From an optimization exercise on the open Yosys and OpenROAD flow, aimed at small area, a short achievable clock period and few clock cycles; shortcuts taken in it are not production practice.
Only simulation tests tie the RTL to the original design; equivalence was not proved.
Power is estimated from default activity; no workload was simulated.

--- flow/design.v ---
module riscv_core
(
    input   logic           clk,
    input   logic           rst,
    output  logic   [31:0]  imem_address,
    output  logic           imem_read,
    input   logic   [31:0]  imem_rdata,
    input   logic           imem_resp,
    output  logic   [31:0]  dmem_address,
    output  logic           dmem_read,
    output  logic           dmem_write,
    output  logic   [3:0]   dmem_wmask,
    output  logic   [31:0]  dmem_wdata,
    input   logic   [31:0]  dmem_rdata,
    input   logic           dmem_resp
);
    logic [31:0] rf [1:31];
    logic        d_v;
    logic [31:0] d_ir;
    logic [31:2] d_nxt;              
    logic [31:2] d_tgt;              
    logic        d_pt;               
    logic        e_v;
    logic [31:0] e_a, e_b, e_opb;
    logic [31:2] e_alt;              
    logic [4:0]  e_rd;
    logic [2:0]  e_f3;
    logic        e_sub, e_sra, e_we, e_load, e_store, e_br, e_jalr, e_alt_res, e_pt;
    logic        r_redir;
    logic        m_v;
    logic [31:0] m_res;              
    logic [31:0] m_wdata;            
    logic [3:0]  m_wmask;
    logic [4:0]  m_rd;
    logic [2:0]  m_f3;
    logic        m_we, m_load, m_store;
    wire frz = m_v & (m_load | m_store) & ~dmem_resp;
    logic        f_seq;
    assign imem_address = {({30{r_redir}} & m_wdata[31:2]) | ({30{d_pt}} & d_tgt) | ({30{f_seq}} & d_nxt), 2'b00};
    assign imem_read    = 1'b1;
    wire [31:0] fi = imem_rdata;
    wire [4:0]  f_opc = fi[6:2];
    wire [31:2] f_pc  = imem_address[31:2];
    wire [31:2] t_b = f_pc + {{20{fi[31]}}, fi[7], fi[30:25], fi[11:9]};
    wire [31:2] t_j = f_pc + {{12{fi[31]}}, fi[19:12], fi[20], fi[30:22]};
    wire [31:2] t_u = {f_pc[31:12] + fi[31:12], f_pc[11:2]};
    wire [31:2] t_f = d_tgt + {{21{fi[31]}}, fi[30:22]};
    wire        f_fuse = (f_opc == 5'b11001) & d_auipc_rd & (d_ir[11:7] == fi[19:15]);
    wire        s_j = f_opc == 5'b11011;
    wire        s_u = f_opc == 5'b00101;
    wire        s_b = ~(s_j | s_u | f_fuse);
    wire [31:2] f_tgt = ({30{f_fuse}} & t_f) | ({30{s_j}} & t_j) | ({30{s_u}} & t_u) | ({30{s_b}} & t_b);
    wire        f_pred = s_j | f_fuse | ((f_opc == 5'b11000) & (fi[31] | fi[14:12] == 3'b001));
    wire [4:0] opc = d_ir[6:2];
    wire [2:0] f3  = d_ir[14:12];
    wire [4:0] rd  = d_ir[11:7];
    wire [4:0] rs1 = d_ir[19:15];
    wire [4:0] rs2 = d_ir[24:20];
    wire is_lui   = opc == 5'b01101;
    wire is_auipc = opc == 5'b00101;
    wire is_jal   = opc == 5'b11011;
    wire is_jalr  = opc == 5'b11001;
    wire is_br    = opc == 5'b11000;
    wire is_load  = opc == 5'b00000;
    wire is_store = opc == 5'b01000;
    wire is_reg   = opc == 5'b01100;
    wire use1 = ~(is_lui | is_auipc | is_jal);
    wire use2 = is_reg | is_store | is_br;
    wire [31:0] i_imm = {{21{d_ir[31]}}, d_ir[30:20]};
    wire [31:0] s_imm = {{21{d_ir[31]}}, d_ir[30:25], d_ir[11:7]};
    wire [31:0] u_imm = {d_ir[31:12], 12'h000};
    wire d_auipc_rd = d_v & is_auipc & (rd != 5'd0);
    logic [31:0] rf_a, rf_b;
    always_comb begin
        rf_a = 32'd0;
        rf_b = 32'd0;
        for (int i = 1; i < 32; i++) begin
            rf_a = rf_a | ({32{rs1 == i[4:0]}} & rf[i]);
            rf_b = rf_b | ({32{rs2 == i[4:0]}} & rf[i]);
        end
    end
    logic [31:0] e_res, m_wd;
    wire e_fwd1 = e_v & e_we & (e_rd == rs1);
    wire e_fwd2 = e_v & e_we & (e_rd == rs2);
    wire m_fwd1 = m_v & m_we & (m_rd == rs1);
    wire m_fwd2 = m_v & m_we & (m_rd == rs2);
    wire [31:0] fa = e_fwd1 ? e_res : m_fwd1 ? m_wd : rf_a;
    wire [31:0] fb = e_fwd2 ? e_res : m_fwd2 ? m_wd : rf_b;
    wire dstall = d_v & e_v & e_load & ((e_fwd1 & use1) | (e_fwd2 & use2));
    wire [31:0] sum = e_a + (e_sub ? ~e_opb : e_opb) + {31'd0, e_sub};
    wire        slt = {e_a[31] ^ ~e_f3[0], e_a[30:0]} < {e_opb[31] ^ ~e_f3[0], e_opb[30:0]};
    wire [31:0] sr  = $signed({e_sra & e_a[31], e_a}) >>> e_opb[4:0];
    logic [31:0] alu;
    always_comb begin
        case (e_f3)
            3'b000: alu = sum;
            3'b001: alu = e_a << e_opb[4:0];
            3'b010, 3'b011: alu = {31'd0, slt};
            3'b100: alu = e_a ^ e_opb;
            3'b101: alu = sr;
            3'b110: alu = e_a | e_opb;
            default: alu = e_a & e_opb;
        endcase
    end
    assign e_res = e_alt_res ? {e_alt, 2'b00} : alu;
    wire        beq  = e_a == e_opb;
    wire        blt  = {e_a[31] ^ ~e_f3[1], e_a[30:0]} < {e_opb[31] ^ ~e_f3[1], e_opb[30:0]};
    wire        cond = (e_f3[2] ? blt : beq) ^ e_f3[0];
    wire        e_mis = e_v & ((e_br & (cond ^ e_pt)) | (e_jalr & ~e_pt));
    wire [1:0] bo = sum[1:0];
    assign dmem_address = {m_res[31:2], 2'b00};
    assign dmem_read    = m_v & m_load;
    assign dmem_write   = m_v & m_store;
    assign dmem_wdata   = m_wdata;
    assign dmem_wmask   = m_wmask;
    wire [15:0] lh_d = m_res[1] ? dmem_rdata[31:16] : dmem_rdata[15:0];
    wire [7:0]  lb_d = m_res[0] ? lh_d[15:8] : lh_d[7:0];
    always_comb begin
        if (!m_load)               m_wd = m_res;
        else if (m_f3[1:0] == 2'b00) m_wd = {{24{lb_d[7] & ~m_f3[2]}}, lb_d};
        else if (m_f3[1:0] == 2'b01) m_wd = {{16{lh_d[15] & ~m_f3[2]}}, lh_d};
        else                       m_wd = dmem_rdata;
    end
    always_ff @(posedge clk) begin
        if (m_v & m_we & ~frz) rf[m_rd] <= m_wd;
    end
    wire f_take = ~frz & ~dstall;    
    always_ff @(posedge clk) begin
        if (rst) begin
            d_v     <= 1'b0;
            d_pt    <= 1'b0;
            f_seq   <= 1'b1;
            d_nxt   <= 30'h1000_0000;
            e_v     <= 1'b0;
            m_v     <= 1'b0;
            r_redir <= 1'b0;
        end else if (!frz) begin
            r_redir <= e_mis;
            f_seq   <= ~e_mis & (dstall ? ~d_pt : ~(imem_resp & f_pred));
            m_v     <= e_v;
            e_v     <= d_v & ~e_mis & ~dstall;
            if (!dstall) begin
                d_v   <= imem_resp & ~e_mis;
                d_pt  <= imem_resp & ~e_mis & f_pred;
                d_nxt <= imem_address[31:2] + {29'd0, imem_resp};
            end
        end
    end
    always_ff @(posedge clk) begin
        if (f_take) begin
            d_ir  <= imem_rdata;
            d_tgt <= f_tgt;
        end
        if (!frz) begin
            e_a       <= is_lui ? 32'd0 : fa;
            e_b       <= fb;
            e_opb     <= (is_reg | is_br) ? fb : is_store ? s_imm : is_lui ? u_imm : i_imm;
            e_alt     <= (d_pt | is_jal | is_jalr) ? d_nxt : d_tgt;
            e_rd      <= rd;
            e_f3      <= is_lui ? 3'b000 : f3;
            e_sub     <= is_reg & d_ir[30];
            e_sra     <= d_ir[30];
            e_we      <= ~is_br & ~is_store & (rd != 5'd0);
            e_load    <= is_load;
            e_store   <= is_store;
            e_br      <= is_br;
            e_jalr    <= is_jalr;
            e_alt_res <= is_jal | is_jalr | is_auipc;
            e_pt      <= d_pt;
            m_res     <= (e_load | e_store) ? sum : e_res;
            m_rd      <= e_rd;
            m_f3      <= e_f3;
            m_we      <= e_we;
            m_load    <= e_load;
            m_store   <= e_store;
            case (e_f3[1:0])
                2'b00:   begin m_wdata <= {4{e_b[7:0]}};  m_wmask <= 4'b0001 << bo; end
                2'b01:   begin m_wdata <= {2{e_b[15:0]}}; m_wmask <= {bo[1], bo[1], ~bo[1], ~bo[1]}; end
                default: begin m_wdata <= e_b;            m_wmask <= 4'b1111; end
            endcase
            if (e_br | e_jalr) m_wdata <= {e_jalr ? sum[31:2] : e_alt, 2'b00};
        end
    end
endmodule
--- flow/flow/run.sh ---
#!/bin/bash
# Layout flow: the standard ORFS flow (standard.sh, unchanged synthesis),
# with a larger setup repair margin so repair_timing keeps improving the
# critical paths past the 12 ns target, and buf_2 cells as port buffers.
# make's output goes to make_finish.log here; each ORFS step writes its own
# log under orfs/logs/.
set -euo pipefail
cd "$(dirname "$0")/.."
bash standard.sh \
    SETUP_SLACK_MARGIN=7.5 \
    'BUFFER_PORTS_ARGS=-buffer_cell sky130_fd_sc_hd__buf_2' \
    finish > make_finish.log 2>&1
--- flow/standard.sh ---
#!/bin/bash
# synth_recipe.tcl (not shown) runs the flow's synth.tcl, then flattens the netlist and writes it again
# the make line also repeats each setting of config.mk as NAME=value (left out here)
make -C /OpenROAD-flow-scripts/flow DESIGN_CONFIG=/design/flow/config.mk WORK_HOME=/design/flow/orfs CLKGATE_MAP_FILE= SYNTH_SCRIPT=/design/flow/synth_recipe.tcl "${@:-finish}"
--- flow/config.mk ---
export PLATFORM = sky130hd
export DESIGN_NAME = riscv_core
export DESIGN_NICKNAME = riscv_core
export VERILOG_FILES = /design/flow/design.v
export SDC_FILE = /design/flow/constraint.sdc
export NUM_CORES = 4
export LEC_CHECK = 0
export CAP_MARGIN = 20
export CORE_MARGIN = 2
export CORE_UTILIZATION = 40
export SLEW_MARGIN = 20
--- flow/constraint.sdc ---
create_clock -name core_clock -period 12.0 [get_ports {clk}]
set_input_delay 2.4000 -clock core_clock [delete_from_list [all_inputs] [get_ports {clk}]]
set_output_delay 2.4000 -clock core_clock [all_outputs]
set_load 0.01 [all_outputs]
==> results of run 1 <==
## sequential cells by signal, indices dropped and copies added (netlist names), 4 cells and up
signal and flops:
e_rd 5, e_b 32, e_alt 30, m_wdata 32, m_res 32, e_opb 32, m_rd 5, m_wmask 4
e_a 32, d_nxt 30, d_tgt 30, rf 992, d_ir 30
## cells by family after synthesis
family	synth area share, %
buffers and inverters	3.69
and+or+nand+nor	10.4
AOI/OAI and AO/OA	21.1
adders and majority gates	3.88
xor gates and xnor gates	2.06
other	0.0106
DFF	55.2
muxes	3.76
## cell type report
class,count,area [sq um],share of cell area (%)
clock inverters,83,936,1.13
multi-input cells,4196,31400,38.0
flip-flops and latches,1310,39000,47.2
inverters,162,633,0.766
repair inverters,1,5.00,0.00606
diodes,15,37.5,0.0454
well taps,2340,2930,3.54
repair buffers,530,4060,4.92
clock buffers,169,3620,4.38
## power by group through the flow
stage               clock network (W)  logic (W)  registers, W
floorplan                           0    0.00145       0.00564
global placement                    0    0.00236       0.00579
detailed placement                  0    0.00237       0.00579
CTS                           0.00437    0.00245       0.00569
global route                  0.00456    0.00276       0.00571
finish                        0.00439    0.00269       0.00571
## per-stage QoR
step | total power, W | instance area [sq um] | cells | hold slack [ps]
2_1_floorplan | 0.00709 | 71500 | 6131 | 421
3_3_place_gp | 0.00815 | 75300 | 8358 | 449
3_5_place_dp | 0.00817 | 75300 | 8358 | 458
4_1_cts | 0.0125 | 81200 | 8698 | 464
5_1_grt | 0.0130 | 82600 | 8798 | 485
6_report | 0.0128 | 82600 | 8806 | 468
## cell usage after synthesis (43+ instances only)
master    count  area share (%)
buf_1        55            0.29
a221oi_1    129             1.6
nor2_1      449             2.4
mux2_2       43            0.69
o21ai_0     203             1.4
edfxtp_1   1274              54
xnor2_1      90             1.1
a22o_1      143             1.8
nand4_1     123             1.1
nor3_1      108            0.77
a21oi_1     321             2.3
clkbuf_1    347             1.8
a21o_1       56            0.60
a22oi_1     720             7.7
nand2_1     475             2.5
xor2_1       76            0.94
mux4_2       63             2.0
inv_1       159            0.85
a222oi_1     86             1.2
mux2i_1      73             1.0
nand2b_1     45            0.40
nand3_1     167             1.2
ha_1        211             3.7
## repair_timing
action,CTS,global route
pin swaps,63,100
resized for setup,136,140
hold endpoints to repair,0,0
endpoints found under the setup margin,161,132
cloned,8,7
hold buffers,0,0
setup buffers,80,86
## critical path, cell delays in order, from the launching register on
cell and delay (ps):
edfxtp_1 710, or3_1 610, nor2_4 970, buf_4 660
a22oi_1 210, nand2_1 110, nor3_1 50, nand3_1 360
o211ai_1 500, o21ai_1 260, a221o_1 160
## routing by layer
metal | part of all wire (%) | wire length (microns)
met1 | 35 | 124000
met2 | 39 | 140000
met3 | 18 | 64000
met4 | 8.6 | 30900
met5 | 0.11 | 413
## worst paths after layout
check | startpoint | end | slack (ps)
max | d_ir[22]$_DFFE_PP_ | e_opb[13]$_DFFE_PN_ | 7260
max reg2reg | d_ir[22]$_DFFE_PP_ | e_opb[13]$_DFFE_PN_ | 7260
min reg2reg | d_nxt[18]$_SDFFE_PP0P_ | d_nxt[18]$_SDFFE_PP0P_ | 470
min | d_nxt[18]$_SDFFE_PP0P_ | d_nxt[18]$_SDFFE_PP0P_ | 470
==> flow_summary_export.csv, run 1 <==
group,metric,value,unit
worst_setup_path,r2r_cells,10,
route,dr.pass1.iters,22,
global_route,use_met1,49.1,%
final_layout,fill_cells,15700,
final_layout,drive_gt1_share,19.1,%
timing,max-slew-margin-rel,7.03,%
power,seqPwrFrac,44.7,%
route,wl,360000,microns
worst_setup_path,worst_ep_required_time,12680,ps
synthesis,netlist_area,70600,sq um
synthesis,synth.distinct_cells,100,
timing,rsz0062_at_grt,"true",
timing,fin_crit_sh,39.5,%
global_route,gr-usage-all-layers,38.1,%
synthesis,ys_seq_elements,1310,
synthesis,ys.flop_type,"edfxtp_1",
run_status,status,"finished clean",
route,drtIter0Drc,15300,
route,viasPerCell,7.38,
worst_setup_path,start_kind,"flip-flop",
floorplanning,row_count,154,
timing,setup_ws,7260,ps
cts,htreeDepth,4,
power,clockPowerShare,34.3,%
power,p_comb_share,21.0,%
power,leakage,29.4,nW
power,p_switching,0.00410,W
synthesis,synth-seq-area-share,55.2,%
floorplanning,coreArea,176000,sq um
floorplanning,ios,171,
synthesis,syn_avg_cell_area,11.5,sq um
placement,globalplace.congestion,0.983,
synthesis,synth_edf_count,1274,
floorplanning,dieArea,180000,sq um
power,netSwitchingFraction,32.0,%
synthesis,synth_warnings,1,
timing,worst_clock_skew,51.5,ps
global_route,grt_max_degree,82,
cts,clk_pin_slew,70,ps
worst_setup_path,cp-end-kind,"flip-flop",
hold_path,min_path_cells,2,
cts,clockBufferDepth,3,
power,powerDensity,155,nW/um^2
timing,setup_viol,0,
worst_setup_path,path_max_fanout,19,
hold_path,hold_path.class,"flip-flop to flip-flop",
global_route,grt_util_met2,51.4,%
power,ir_drop,0.168,mV
timing,tightest_slew,1380,ps
timing,period_minus_slack,4740,ps
cts,cts_buffers,137,
route,avgRoutedWirePerCell,40.9,microns
global_route,grt_first_pass_wirelength,478000,microns
run,cap_violations,0,
synthesis,async_flop_share,0,%
cts,cts_sinks,1310,
power,internal-power,0.00869,W
final_layout,final_util,47.0,%
global_route,busiest_layer,"met2",
global_route,grt_use_met3,16.5,%
timing,tns,0,ps
cts,root_buffer,"clkbuf_16",
route,ant_nets,0,
cts,tritoncts,"yes",
cts,clkLatencyLatePin,840,ps
worst_setup_path,arrival,5420,ps
placement,place_ws,5810,ps
global_route,grt_remaining_overflow,0,
placement,port_buffers,163,
timing,finalMaxSlewViolations,0,
global_route,antenna_found_initial,31,
timing,finalHoldViolCount,0,
route,dr_total_vias,65000,
final_layout,final_cell_mix,"edfxtp_1 (1274), a22oi_1 (715), nand2_1 (460)",
final_layout,final_common_cell,"edfxtp_1",
synthesis,synth_cells,6128,
placement,dp_hpwl,211000,microns
floorplanning,initial_core_util,40.2,%
worst_setup_path,worst-setup-path-type,"flip-flop to flip-flop",
floorplanning,die_w,424,microns
floorplanning,die_height,424,microns
route,drc,0,
final_layout,final_nets,6622,
global_route,grt_pass1_vias,58700,
final_layout,area_delta_synth_final,17.0,%
timing,fmax,211,MHz
Testbench counts, summed over its fixed seeds: cycles 17,541.
==> run 2, diff against run 1 <==
--- a/flow/design.v
+++ b/flow/design.v
@@ -33,6 +33,9 @@
     logic [3:0]  m_wmask;
     logic [4:0]  m_rd;
-    logic [2:0]  m_f3;
     logic        m_we, m_load, m_store;
+    logic [3:0]  m_k;
+    logic [1:0]  m_h;
+    logic        m_w, m_nl;
+    logic [3:0]  m_sb, m_sf;
     wire frz = m_v & (m_load | m_store) & ~dmem_resp;
     logic        f_seq;
@@ -109,4 +112,9 @@
     wire        e_mis = e_v & ((e_br & (cond ^ e_pt)) | (e_jalr & ~e_pt));
     wire [1:0] bo = sum[1:0];
+    wire [3:0] lane = 4'b0001 << bo;
+    wire       l_b = e_load & (e_f3[1:0] == 2'b00);
+    wire       l_h = e_load & (e_f3[1:0] == 2'b01);
+    wire       l_w = e_load & e_f3[1];
+    wire       l_s = ~e_f3[2];
     assign dmem_address = {m_res[31:2], 2'b00};
     assign dmem_read    = m_v & m_load;
@@ -114,12 +122,12 @@
     assign dmem_wdata   = m_wdata;
     assign dmem_wmask   = m_wmask;
-    wire [15:0] lh_d = m_res[1] ? dmem_rdata[31:16] : dmem_rdata[15:0];
-    wire [7:0]  lb_d = m_res[0] ? lh_d[15:8] : lh_d[7:0];
-    always_comb begin
-        if (!m_load)               m_wd = m_res;
-        else if (m_f3[1:0] == 2'b00) m_wd = {{24{lb_d[7] & ~m_f3[2]}}, lb_d};
-        else if (m_f3[1:0] == 2'b01) m_wd = {{16{lh_d[15] & ~m_f3[2]}}, lh_d};
-        else                       m_wd = dmem_rdata;
-    end
+    wire [31:0] r = dmem_rdata;
+    wire [3:0]  r_sgn  = {r[31], r[23], r[15], r[7]};
+    wire        fill8  = |(m_sb & r_sgn);
+    wire        fill16 = |(m_sf & r_sgn);
+    assign m_wd[7:0]   = ({8{m_k[0]}} & r[7:0]) | ({8{m_k[1]}} & r[15:8]) | ({8{m_k[2]}} & r[23:16]) |
+                         ({8{m_k[3]}} & r[31:24]) | ({8{m_nl}} & m_res[7:0]);
+    assign m_wd[15:8]  = ({8{m_h[0]}} & r[15:8]) | ({8{m_h[1]}} & r[31:24]) | {8{fill8}} | ({8{m_nl}} & m_res[15:8]);
+    assign m_wd[31:16] = ({16{m_w}} & r[31:16]) | {16{fill16}} | ({16{m_nl}} & m_res[31:16]);
     always_ff @(posedge clk) begin
         if (m_v & m_we & ~frz) rf[m_rd] <= m_wd;
@@ -170,5 +178,10 @@
             m_res     <= (e_load | e_store) ? sum : e_res;
             m_rd      <= e_rd;
-            m_f3      <= e_f3;
+            m_k       <= ({4{l_b}} & lane) | {1'b0, l_h & bo[1], 1'b0, l_w | (l_h & ~bo[1])};
+            m_h       <= {l_h & bo[1], l_w | (l_h & ~bo[1])};
+            m_w       <= l_w;
+            m_nl      <= ~e_load;
+            m_sb      <= {4{l_b & l_s}} & lane;
+            m_sf      <= ({4{l_b & l_s}} & lane) | {l_h & l_s & bo[1], 1'b0, l_h & l_s & ~bo[1], 1'b0};
             m_we      <= e_we;
             m_load    <= e_load;
--- a/flow/config.mk
+++ b/flow/config.mk
@@ -9,3 +9,5 @@
 export CORE_MARGIN = 2
 export CORE_UTILIZATION = 40
+export CTS_CLUSTER_DIAMETER = 100
+export CTS_CLUSTER_SIZE = 25
 export SLEW_MARGIN = 20
==> flow_summary_export.csv, run 2 <==
group,metric,value,unit
synthesis,netlist_area,71200,sq um
timing,worst_clock_skew,104,ps
run_status,status,"finished clean",
cts,clockBufferDepth,3,
power,clockPowerShare,22.7,%
synthesis,netlist_top_cells_area,"edfxtp_1 (54%), a22oi_1 (9.0%), ha_1 (3.7%)",
synthesis,yosys.area.top_type_share,54.2,%
global_route,grt_pass1_vias,58300,
power,internal-power,0.00720,W
power,power,0.0108,W
final_layout,final_common_cell,"edfxtp_1",
worst_setup_path,worst_ep_required_time,12560,ps
final_layout,final_cell_mix,"edfxtp_1 (1285), a22oi_1 (854), nand2_1 (600)",
worst_setup_path,path_max_fanout,22,
power,p_comb_share,23.6,%
floorplanning,ios,171,
route,drtIter0Drc,14600,
worst_setup_path,cpPeakStageDelay,830,ps
route,dr.pass1.iters,10,
worst_setup_path,crit_family,"simple AND/OR/NAND/NOR gates",
synthesis,synth_warnings,1,
route,dr_total_vias,64300,
power,p_switching,0.00357,W
synthesis,synth_area_leader_cell,"edfxtp_1",
global_route,antenna_found_initial,18,
route,viasPerCell,7.43,
synthesis,synth_cells,6247,
cts,htreeDepth,2,
power,leakage,27.8,nW
worst_setup_path,cp-end-kind,"flip-flop",
floorplanning,die_height,426,microns
route,drc,0,
worst_setup_path,r2r_slack,7280,ps
cts,clk_pin_slew,110,ps
synthesis,syn_avg_cell_area,11.4,sq um
cts,cts_buffers,60,
floorplanning,row_count,154,
worst_setup_path,arrival,5290,ps
final_layout,area_delta_synth_final,10.6,%
cts,tritoncts,"yes",
worst_setup_path,crit_chain,"nand3b_1 -> nor2_4 -> buf_4 -> a22oi_1 -> and4_1 -> nand4_1 -> nor4_1 -> a21oi_2 -> nor2_1 -> a21oi_1 -> a22o_1",
placement,dp_hpwl,215000,microns
global_route,gr-usage-all-layers,38.0,%
synthesis,synth.distinct_cells,95,
worst_setup_path,cp_slowest_cell,"edfxtp_1",
final_layout,stdcell_count,8656,
floorplanning,dieArea,181000,sq um
cts,hold_buffers,0,
final_layout,stdcell_area,78800,sq um
final_layout,largest_reg_flops,992,
worst_setup_path,worst-setup-path-type,"flip-flop to flip-flop",
synthesis,ys.flop_type,"edfxtp_1",
route,ant_nets,0,
placement,port_buffers,163,
global_route,grt_first_pass_wirelength,479000,microns
placement,dpl_cell_area,75700,sq um
final_layout,largest_register,"rf",
timing,setup_viol,0,
timing,tightest_slew,1170,ps
timing,rsz0062_at_grt,"true",
route,wl,358000,microns
final_layout,final_nets,6574,
timing,tns,0,ps
floorplanning,initial_core_util,40.4,%
power,netSwitchingFraction,33.1,%
power,powerDensity,137,nW/um^2
floorplanning,coreArea,176000,sq um
power,seqPwrFrac,53.7,%
run,cap_violations,0,
synthesis,yosys.cell_count.top_type,"edfxtp_1",
synthesis,synthTopCellsByCount,"edfxtp_1 (1285), a22oi_1 (854), nand2_1 (619)",
cts,root_buffer,"clkbuf_16",
synthesis,ys_seq_elements,1321,
placement,globalplace.congestion,1.02,
timing,finalHoldViolCount,0,
timing,period_minus_slack,4720,ps
timing,fin_crit_sh,39.4,%
timing,finalMaxSlewViolations,0,
worst_setup_path,worst-path-buf-inv,1,
placement,dp_cells,8481,
timing,max-slew-margin-rel,21.7,%
power,ir_drop,0.138,mV
worst_setup_path,start_kind,"flip-flop",
global_route,grt_max_degree,89,
final_layout,final_util,44.6,%
synthesis,async_flop_share,0,%
synthesis,synth_edf_count,1285,
synthesis,synth-seq-area-share,55.2,%
hold_path,hold_path.class,"flip-flop to flip-flop",
cts,cts_sinks,1321,
final_layout,drive_gt1_share,14.8,%
cts,clkLatencyLatePin,800,ps
global_route,grt_remaining_overflow,0,
timing,fmax,212,MHz
route,avgRoutedWirePerCell,41.4,microns
floorplanning,die_w,426,microns
[run 2: power groups by stage]
| stage | combinational, W | sequential [W] | clock (W) |
|---|---|---|---|
| 4_1_cts | 0.00238 | 0.00577 | 0.00243 |
| 3_3_place_gp | 0.00231 | 0.00588 | 0 |
| 2_1_floorplan | 0.00141 | 0.00568 | 0 |
| 6_report | 0.00254 | 0.00578 | 0.00245 |
| 5_1_grt | 0.00264 | 0.00577 | 0.00256 |
| 3_5_place_dp | 0.00232 | 0.00588 | 0 |
[run 2: cell type report]
type	instances	area, sq um
clock inverters	8	133
inverters	158	609
multi-input cells	4294	31000
diodes	10	25.0
well taps	2340	2930
repair buffers	455	3240
fillers	16400	97700
clock buffers	70	1550
flip-flops and latches	1321	39300
[run 2: metal layers]
metal	global-route usage, %	up-vias	wire [microns]
met4	26.3	18	32500
met3	13.0	1587	58400
met2	52.0	6662	141000
met1	50.2	31300	127000
li1	-	24700	-
met5	0	-	123
[run 2: timing repair]
action | CTS | global route
resized for setup | 72 | 94
buffers inserted | 53 | 30
setup endpoints to repair | 94 | 70
gates cloned | 1 | 2
pin swaps | 37 | 30
endpoints found under the hold margin | 0 | 0
[run 2: cell families after synthesis]
kind of cell	count (synthesis)	share of synthesized area (%)
buffers and inverters	635	3.61
AO/OA/AOI/OAI	2056	20.8
other	2	0.0105
XOR/XNOR	161	1.99
flip-flops	1321	55.2
adder cells (fa/ha/maj)	216	3.85
multiplexers	182	3.64
AND/OR/NAND/NOR	1674	10.9
[run 2: worst reg2reg max path, stage by stage, from the launching register on]
cell and delay (ps):
edfxtp_1 830, nand3b_1 490, nor2_4 710, buf_4 680
a22oi_1 190, and4_1 220, nand4_1 100, nor4_1 70
a21oi_2 470, nor2_1 100, a21oi_1 390, a22o_1 250
[run 2: worst paths after layout]
kind / start / to / cells after the start
worst min-delay path: d_nxt[16]$_SDFFE_PP0P_ / d_nxt[16]$_SDFFE_PP0P_ / 2
worst max register to register: d_ir[23]$_DFFE_PP_ / e_opb[1]$_DFFE_PN_ / 11
worst min register to register: d_nxt[16]$_SDFFE_PP0P_ / d_nxt[16]$_SDFFE_PP0P_ / 2
worst max-delay path: d_ir[23]$_DFFE_PP_ / e_opb[1]$_DFFE_PN_ / 11
[run 2: stage by stage]
step | setup WS [ps] | hold WS [ps]
5_1_grt | 7340 | 491
3_3_place_gp | 6080 | 450
6_report | 7280 | 468
3_5_place_dp | 6110 | 457
4_1_cts | 7460 | 473
2_1_floorplan | 5530 | 424
Testbench counts of run 2, summed over its fixed seeds: cycles 17,541.

[port drivers added, routing unchanged]
No port has a modelled driver above. Below, the same layouts with a new extraction and two added sets of constraints. Step 1, drivers: a clkbuf_16 drives clk and a buf_2 each remaining input, both assumed. Step 2 moves the port delays by t, midway between the first and last clock arrival at a register: inputs arrive t later, outputs are due t later. That takes back most of the time a late clock gives input paths. Slacks: ideal / step 1 / step 2; pairs: ideal / step 1.
| run | t (ns) | setup slack, ns | worst register clock-pin slew, ns |
|---|---|---|---|
| run 1 | 0.895 | 7.256 / 7.224 / 6.466 | 0.07 / 0.07 |
| run 2 | 0.835 | 7.275 / 7.275 / 6.659 | 0.11 / 0.11 |
After both steps every run listed still meets setup and hold. For run 1, which loses most, drivers alone change the setup slack by -0.032 ns; drivers and shift together by -0.790 ns.
